Context: an optimization exercise on an open-source flow, tuned for small area. The choices shown serve that exercise and are no tape-out recipe.
Where RTL was checked, it was by simulation tests only, not by an equivalence proof against the original.
Power and IR drop assume default switching activity.

==> inputs of run E <==
## top
module top(rst,z,clk,rot_a,rot_b,y,LCD_RS,LCD_W,LCD_E,data);
==> module regist, before the edit <==
module regist(rst,z,clk,y,rot_event,cidx,line2,run,tbit,tspace);
input rst;
input clk,rot_event;
input [3:0] y;
input z;
input [3:0] cidx;
input line2;
output run;
output tbit;
output tspace;
reg prev;
reg [3:0] S;
reg [2:0] op;
reg [4:0] A;
reg [4:0] Wa;
reg [15:0] F;
reg [15:0] G;
reg [15:0] W;
reg pend;
reg [4:0] ph;
reg [511:0] ring;
wire ev = rot_event & ~prev & ~rst;
reg [3:0] T;
always @* begin
	case(op)
		3'd0: T = 4'd9;
		3'd1: T = 4'd6;
		3'd2: T = 4'd8;
		3'd3: T = 4'd11;
		3'd4: T = 4'd13;
		3'd5: T = 4'd9;
		3'd6: T = 4'd9;
		default: T = 4'd8;
	endcase
end
wire done = (S == T);
wire last = (S == T - 4'd1);
wire op0 = (op == 3'd0);
wire op1 = (op == 3'd1);
wire op2 = (op == 3'd2);
wire op3 = (op == 3'd3);
wire op4 = (op == 3'd4);
wire op5 = (op == 3'd5);
wire op6 = (op == 3'd6);
wire op7 = (op == 3'd7);
wire two = op2 | op4 | op5 | op6;    
assign run = done;
always @(posedge clk) begin
	if(rst) begin
		prev <= 0;
		S <= 0;
	end
	else begin
		prev <= rot_event;
		if(ev)
			S <= done ? 4'd0 : S + 4'd1;
		else if(z)
			S <= 0;
	end
end
always @(posedge clk) begin
	if(ev && S == 4'd1)
		op <= y[2:0];
end
wire winA = (S == 4'd4) | (S == 4'd5);
wire winB = (S == 4'd6) | (S == 4'd7);
wire [4:0] asel = pend ? Wa : ((winB & two) ? W[4:0] : A);
wire [4:0] j = asel + ph;
wire hit4 = (j[1:0] == 2'b11);
wire hit8 = (j[2:0] == 3'b111);
wire [15:0] Rd = ring[{j[4:2], 6'd48} +: 16];
always @(posedge clk) begin
	ph <= ph + 5'd1;
end
genvar p;
generate
	for(p = 0; p < 32; p = p + 1) begin : slot
		if(p % 8 == 0) begin : wr
			wire we = pend & hit8 & (j[4:3] == (p / 8 + 3) % 4);
			always @(posedge clk)
				ring[16*p +: 16] <= we ? W : ring[16*((p+31)%32) +: 16];
		end
		else begin : sh
			always @(posedge clk)
				ring[16*p +: 16] <= ring[16*(p-1) +: 16];
		end
	end
endgenerate
always @(posedge clk) begin
	if(ev && last && !op1 && !op2)
		pend <= 1;
	else if(hit8)
		pend <= 0;
end
wire wlo = (op3 && S == 4'd4) || ((op4 | op5 | op6) && S == 4'd6) || (op7 && S == 4'd5);
wire whi = (op3 && S == 4'd5) || ((op4 | op5 | op6) && S == 4'd7) || (op7 && S == 4'd6);
always @(posedge clk) begin
	if(ev && (S == 4'd2 || (wlo && (op5 | op6 | op7))))
		A[3:0] <= y;
	if(ev && (S == 4'd3 || (whi && (op5 | op6 | op7))))
		A[4] <= y[0];
end
always @(posedge clk) begin
	if(ev) begin
		if(op0 && S == 4'd3)
			Wa <= {y[0], A[3:0]};
		if(wlo)
			Wa[3:0] <= y;
		if(whi)
			Wa[4] <= y[0];
	end
end
always @(posedge clk) begin
	if(hit4 && winA && two)
		F <= Rd;
	if(hit4 && ((winA && (op1 | op3 | op7)) || (winB && two)))
		G <= Rd;
end
wire [15:0] ax = F & {16{~op7}};
wire [15:0] ay = (G << (W[3:0] & {4{op7}})) ^ {16{op6}};
wire [16:0] cy;
assign cy[0] = op6;
genvar b;
generate
	for(b = 0; b < 16; b = b + 1) begin : add
		assign cy[b+1] = (ax[b] & ay[b]) | (ax[b] & cy[b]) | (ay[b] & cy[b]);
	end
endgenerate
wire [15:0] sum = ax ^ ay ^ cy[15:0];
wire [1:0] ni = {S[1] ^ op3, S[0]};
always @(posedge clk) begin
	if(ev && last && (op5 | op6 | op7))
		W <= sum;
	else if(ev && S >= 4'd4 && S <= T - 4'd2)
		W[4*ni +: 4] <= y;
end
wire amode = ~(op2 | op4);
wire [3:0] ci = ~cidx;
wire [4:0] Ar = {A[0], A[1], A[2], A[3], A[4]};
wire bW = W[ci];
wire bG = G[ci];
wire bF = F[ci];
wire bA = Ar[cidx[2:0]];
assign tspace = ~line2 & amode & (cidx > 4'd4);
assign tbit = line2 ? ((op0 | op5 | op6 | op7) ? bW : bG) : (amode ? bA : bF);
endmodule
clock: 8.0 ns
lec_check: 0
cap_margin: 0
core_margin: 2
core_utilization: 40
cts_buf_list: sky130_fd_sc_hd__clkbuf_16
cts_cluster_diameter: 70
cts_cluster_size: 30
slew_margin: 0
standard.sh (not shown) runs the stock make flow with config.mk's settings and CLKGATE_MAP_FILE= SYNTH_SCRIPT=/design/flow/synth_recipe.tcl, a recipe that flattens the netlist after the stock synthesis.
==> flow/flow/run.sh <==
#!/bin/bash
# Own layout flow: the standard synthesis, then the combinational logic between
# the standard synthesis's flip-flops re-mapped for area (the flip-flops, their
# names and cell types are kept as they are), then the standard layout steps.
set -euo pipefail
work=$(pwd)
res=$work/orfs/results/${FLOW_PLATFORM:-sky130hd}/top/base
yosys_bin=yosys
if [[ -x "$FLOW_HOME/../tools/install/yosys/bin/yosys" ]]; then
  yosys_bin="$FLOW_HOME/../tools/install/yosys/bin/yosys"
fi

bash standard.sh synth > "$work/flow_synth.log" 2>&1

cp "$res/1_2_yosys.v" "$work/std_netlist.v"
LIB="$FLOW_HOME/platforms/sky130hd/lib/sky130_fd_sc_hd__tt_025C_1v80.lib" \
  IN="$work/std_netlist.v" OUT="$work/remap_netlist.v" \
  "$yosys_bin" -c "$work/flow/remap.tcl" > "$work/flow_remap.log" 2>&1

cp "$work/remap_netlist.v" "$res/1_2_yosys.v"
rm -f "$res/1_synth.odb" "$res/1_synth.sdc"

# clock tree: large leaf clusters on clkbuf_16, no dummy load cells
export CTS_ARGS="-sink_clustering_enable -repair_clock_nets -dont_use_dummy_load -sink_clustering_size 30 -sink_clustering_max_diameter 70 -buf_list sky130_fd_sc_hd__clkbuf_8 -sink_clustering_buffer sky130_fd_sc_hd__clkbuf_16 -root_buf sky130_fd_sc_hd__clkbuf_8"
# port buffers: the smallest buffer cell
export BUFFER_PORTS_ARGS="-buffer_cell sky130_fd_sc_hd__buf_1"
bash standard.sh finish > "$work/flow_finish.log" 2>&1
==> flow/flow/remap.tcl <==
yosys -import
set lib $::env(LIB)
set dont_use {
  sky130_fd_sc_hd__probe_p_8 sky130_fd_sc_hd__probec_p_8 sky130_fd_sc_hd__lpflow_bleeder_1
  sky130_fd_sc_hd__lpflow_clkbufkapwr_1 sky130_fd_sc_hd__lpflow_clkbufkapwr_16
  sky130_fd_sc_hd__lpflow_clkbufkapwr_2 sky130_fd_sc_hd__lpflow_clkbufkapwr_4
  sky130_fd_sc_hd__lpflow_clkbufkapwr_8 sky130_fd_sc_hd__lpflow_clkinvkapwr_1
  sky130_fd_sc_hd__lpflow_clkinvkapwr_16 sky130_fd_sc_hd__lpflow_clkinvkapwr_2
  sky130_fd_sc_hd__lpflow_clkinvkapwr_4 sky130_fd_sc_hd__lpflow_clkinvkapwr_8
  sky130_fd_sc_hd__lpflow_decapkapwr_12 sky130_fd_sc_hd__lpflow_decapkapwr_3
  sky130_fd_sc_hd__lpflow_decapkapwr_4 sky130_fd_sc_hd__lpflow_decapkapwr_6
  sky130_fd_sc_hd__lpflow_decapkapwr_8 sky130_fd_sc_hd__lpflow_inputiso0n_1
  sky130_fd_sc_hd__lpflow_inputiso0p_1 sky130_fd_sc_hd__lpflow_inputiso1n_1
  sky130_fd_sc_hd__lpflow_inputiso1p_1 sky130_fd_sc_hd__lpflow_inputisolatch_1
  sky130_fd_sc_hd__lpflow_isobufsrc_1 sky130_fd_sc_hd__lpflow_isobufsrc_16
  sky130_fd_sc_hd__lpflow_isobufsrc_2 sky130_fd_sc_hd__lpflow_isobufsrc_4
  sky130_fd_sc_hd__lpflow_isobufsrc_8 sky130_fd_sc_hd__lpflow_isobufsrckapwr_16
  sky130_fd_sc_hd__lpflow_lsbuf_lh_hl_isowell_tap_1 sky130_fd_sc_hd__lpflow_lsbuf_lh_hl_isowell_tap_2
  sky130_fd_sc_hd__lpflow_lsbuf_lh_hl_isowell_tap_4 sky130_fd_sc_hd__lpflow_lsbuf_lh_isowell_4
  sky130_fd_sc_hd__lpflow_lsbuf_lh_isowell_tap_1 sky130_fd_sc_hd__lpflow_lsbuf_lh_isowell_tap_2
  sky130_fd_sc_hd__lpflow_lsbuf_lh_isowell_tap_4
}
set du_args {}
foreach c $dont_use { lappend du_args -dont_use $c }

read_liberty -ignore_miss_func $lib
read_verilog $::env(IN)
hierarchy -top top
# every sequential cell and the tie cell stay as the standard synthesis made them
blackbox sky130_fd_sc_hd__conb_1
foreach c {dfxtp_1 dfxtp_2 dfxtp_4 edfxtp_1 dfrtp_1 dfrtp_2 dfrtp_4 dfstp_1 dfstp_2 dfstp_4 dfxbp_1 dfxbp_2 dfrbp_1 dfrbp_2 dfsbp_1 dfsbp_2 edfxbp_1 sdfxtp_1 dfbbp_1 dfbbn_1 dfrtn_1 dlxtp_1 dlxtn_1} {
  blackbox sky130_fd_sc_hd__$c
}
flatten
opt_clean -purge
tee -o $::env(OUT).before.txt stat -liberty $lib
abc -liberty $lib {*}$du_args -script "+strash;dch -f;amap;strash;dch -f;amap;"
opt_clean -purge
hilomap -singleton -hicell sky130_fd_sc_hd__conb_1 HI -locell sky130_fd_sc_hd__conb_1 LO
splitnets
opt_clean -purge
tee -o $::env(OUT).after.txt stat -liberty $lib
read_liberty -lib -ignore_redef $lib
check -assert
select -module top
write_verilog -noattr -nohex -nodec -selected $::env(OUT)
==> run M (differences from run E) <==
--- a/flow/flow/run.sh
+++ b/flow/flow/run.sh
@@ -22,6 +22,4 @@
 
 # clock tree: large leaf clusters on clkbuf_16, no dummy load cells
-export CTS_ARGS="-sink_clustering_enable -repair_clock_nets -dont_use_dummy_load -sink_clustering_size 30 -sink_clustering_max_diameter 70 -buf_list sky130_fd_sc_hd__clkbuf_8 -sink_clustering_buffer sky130_fd_sc_hd__clkbuf_16 -root_buf sky130_fd_sc_hd__clkbuf_8"
-# port buffers: the smallest buffer cell
-export BUFFER_PORTS_ARGS="-buffer_cell sky130_fd_sc_hd__buf_1"
+export CTS_ARGS="-sink_clustering_enable -repair_clock_nets -dont_use_dummy_load -sink_clustering_size 37 -sink_clustering_max_diameter 62 -buf_list sky130_fd_sc_hd__clkbuf_16"
 bash standard.sh finish > "$work/flow_finish.log" 2>&1
- CORE_UTILIZATION: 40 -> 55
- CTS_CLUSTER_DIAMETER: 70 -> 60
- PLACE_DENSITY: not set -> 0.7
==> run Y (differences from run E) <==
--- a/flow/design.v
+++ b/flow/design.v
@@ -109,10 +109,8 @@
 		pend <= 0;
 end
-wire wlo = (op3 && S == 4'd4) || ((op4 | op5 | op6) && S == 4'd6) || (op7 && S == 4'd5);
-wire whi = (op3 && S == 4'd5) || ((op4 | op5 | op6) && S == 4'd7) || (op7 && S == 4'd6);
-always @(posedge clk) begin
-	if(ev && (S == 4'd2 || (wlo && (op5 | op6 | op7))))
+always @(posedge clk) begin
+	if(ev && S == 4'd2)
 		A[3:0] <= y;
-	if(ev && (S == 4'd3 || (whi && (op5 | op6 | op7))))
+	if(ev && S == 4'd3)
 		A[4] <= y[0];
 end
@@ -121,18 +119,20 @@
 		if(op0 && S == 4'd3)
 			Wa <= {y[0], A[3:0]};
-		if(wlo)
+		if((op3 && S == 4'd4) || ((op4 | op5 | op6) && S == 4'd6) || (op7 && S == 4'd5))
 			Wa[3:0] <= y;
-		if(whi)
+		if((op3 && S == 4'd5) || ((op4 | op5 | op6) && S == 4'd7) || (op7 && S == 4'd6))
 			Wa[4] <= y[0];
 	end
 end
+wire winS = (S == 4'd5) | (S == 4'd6);
+wire [15:0] Rs = Rd << (W[3:0] & {4{op7}});
 always @(posedge clk) begin
 	if(hit4 && winA && two)
-		F <= Rd;
-	if(hit4 && ((winA && (op1 | op3 | op7)) || (winB && two)))
-		G <= Rd;
+		F <= Rs;
+	if(hit4 && ((winA && (op1 | op3)) || (winS && op7) || (winB && two)))
+		G <= Rs;
 end
 wire [15:0] ax = F & {16{~op7}};
-wire [15:0] ay = (G << (W[3:0] & {4{op7}})) ^ {16{op6}};
+wire [15:0] ay = G ^ {16{op6}};
 wire [16:0] cy;
 assign cy[0] = op6;
@@ -153,11 +153,12 @@
 wire amode = ~(op2 | op4);
 wire [3:0] ci = ~cidx;
-wire [4:0] Ar = {A[0], A[1], A[2], A[3], A[4]};
+wire [2:0] ai = 3'd4 - cidx[2:0];
 wire bW = W[ci];
 wire bG = G[ci];
 wire bF = F[ci];
-wire bA = Ar[cidx[2:0]];
+wire bA = A[ai];
+wire bWa = Wa[ai];
 assign tspace = ~line2 & amode & (cidx > 4'd4);
-assign tbit = line2 ? ((op0 | op5 | op6 | op7) ? bW : bG) : (amode ? bA : bF);
+assign tbit = line2 ? ((op0 | op5 | op6 | op7) ? bW : bG) : (amode ? ((op5 | op6 | op7) ? bWa : bA) : bF);
 endmodule
 module driver(rst,clk,run,tbit,tspace,cidx,line2,LCD_RS,LCD_W,LCD_E,data);
==> flow/run.sh (new file) <==
#!/bin/bash
# synth_recipe.tcl (not shown) runs the flow's synth.tcl, then flattens the netlist and writes it again
# the make line also repeats each setting of config.mk as NAME=value (left out here)
make -C /OpenROAD-flow-scripts/flow DESIGN_CONFIG=/design/flow/config.mk WORK_HOME=/design/flow/orfs CLKGATE_MAP_FILE= SYNTH_SCRIPT=/design/flow/synth_recipe.tcl finish
- CTS_BUF_LIST: sky130_fd_sc_hd__clkbuf_16 -> sky130_fd_sc_hd__clkbuf_8 sky130_fd_sc_hd__clkbuf_16
- CTS_CLUSTER_DIAMETER: 70 -> 40
- CTS_CLUSTER_SIZE: 30 -> 16
removed: flow/flow/run.sh
removed: flow/flow/remap.tcl
removed: flow/standard.sh
==> run K (differences from run E) <==
--- a/flow/flow/run.sh
+++ b/flow/flow/run.sh
@@ -21,7 +21,3 @@
 rm -f "$res/1_synth.odb" "$res/1_synth.sdc"
 
-# clock tree: large leaf clusters on clkbuf_16, no dummy load cells
-export CTS_ARGS="-sink_clustering_enable -repair_clock_nets -dont_use_dummy_load -sink_clustering_size 30 -sink_clustering_max_diameter 70 -buf_list sky130_fd_sc_hd__clkbuf_8 -sink_clustering_buffer sky130_fd_sc_hd__clkbuf_16 -root_buf sky130_fd_sc_hd__clkbuf_8"
-# port buffers: the smallest buffer cell
-export BUFFER_PORTS_ARGS="-buffer_cell sky130_fd_sc_hd__buf_1"
 bash standard.sh finish > "$work/flow_finish.log" 2>&1
- CTS_CLUSTER_DIAMETER: 70 -> 60
==> notes <==
- Combinational power is about the same in run E and run M.
- Synthesized cell count is the same in run E and run M.
- Against run Y, the routed wire length of run M is larger by 5.9%.
- Between run M and run Y, the lower setup slack is in run Y (gap 0.20 ns).
- Run K produced a clean layout. Run Y completed with no timing, DRC or antenna violations. Run M produced a clean layout. Run E ran to the end with no violations.
- Clock-buffer cell count: run E < run M < run K < run Y.
- Between run K and run M, the lower worst hold slack is in run M (gap 0.021 ns).
==> figures <==
Total die area: run E 44,600 um2; run Y 47,700 um2; run K 44,600 um2; run M 32,600 um2
Routed met1 length: run E 18,100 um; run Y 17,200 um; run K 18,900 um; run M 17,900 um
Gate Count Post-Synth: run E 1,453; run Y 1,355; run K 1,453; run M 1,453
Worst path setup slack after routing: run E 1.00 ns; run Y 0.629 ns; run K 1.02 ns; run M 0.829 ns
Layout-stage area growth over the synthesis result: run E 8.93%; run Y 17.1%; run K 12.9%; run M 9.20%
Final min period: run E 7.00 ns; run Y 7.37 ns; run K 6.98 ns; run M 7.17 ns
Area of the core: run E 42,100 um2; run Y 45,400 um2; run K 42,100 um2; run M 30,700 um2
Critical Path Fanout Max: run E 15; run Y 14; run K 15; run M 15
Result of the run: run E no timing/DRC/antenna violations; run Y no timing/DRC/antenna violations; run K no timing/DRC/antenna violations; run M no timing/DRC/antenna violations
Clock buffers and inverters, area share: run E 3.30%; run Y 10.6%; run K 6.06%; run M 3.87%
Slew at the pin with the worst max-slew slack: run E 1.01 ns; run Y 1.04 ns; run K 0.854 ns; run M 0.897 ns
Largest voltage drop on the vdd net: run E 0.115 mV; run Y 0.164 mV; run K 0.136 mV; run M 0.174 mV
Per-cell routed wire length: run E 18.7 um; run Y 17.5 um; run K 19.1 um; run M 19.8 um
For run Y, only the layout was checked, not whether the RTL still works.

## re-timing with driven ports
The results above use ideal ports. As a check the final layouts listed here were re-extracted and re-timed, cells and wires unchanged. Step 1 assumes that a clkbuf_16 drives the clock port and a buf_2 every other input. Step 2 adds t to the input delays and takes it off the output delays; t is the mean of the earliest and latest rising clock arrival at the registers after step 1. Input paths then give back, and output paths get back, about the clock's delay inside the block. Three values: ideal ports, drivers, drivers and shift; two values: the first two.
run | t (ns) | slack for setup (ns) | latest minus earliest clock arrival (ns) | slew at the worst register clock pin (ns) | worst data-port slew with drivers (ns)
run E | 0.696 | 1.002 / 1.002 / 1.002 | 0.042 / 0.042 | 0.11 / 0.11 | 0.04
run M | 0.618 | 0.829 / 0.829 / 0.829 | 0.081 / 0.082 | 0.12 / 0.12 | 0.03
run Y | 0.625 | 0.629 / 0.629 / 0.629 | 0.033 / 0.033 | 0.07 / 0.07 | 0.03
run K | 0.597 | 1.022 / 1.022 / 1.022 | 0.035 / 0.036 | 0.11 / 0.11 | 0.04
After both steps every run listed still meets setup and hold.
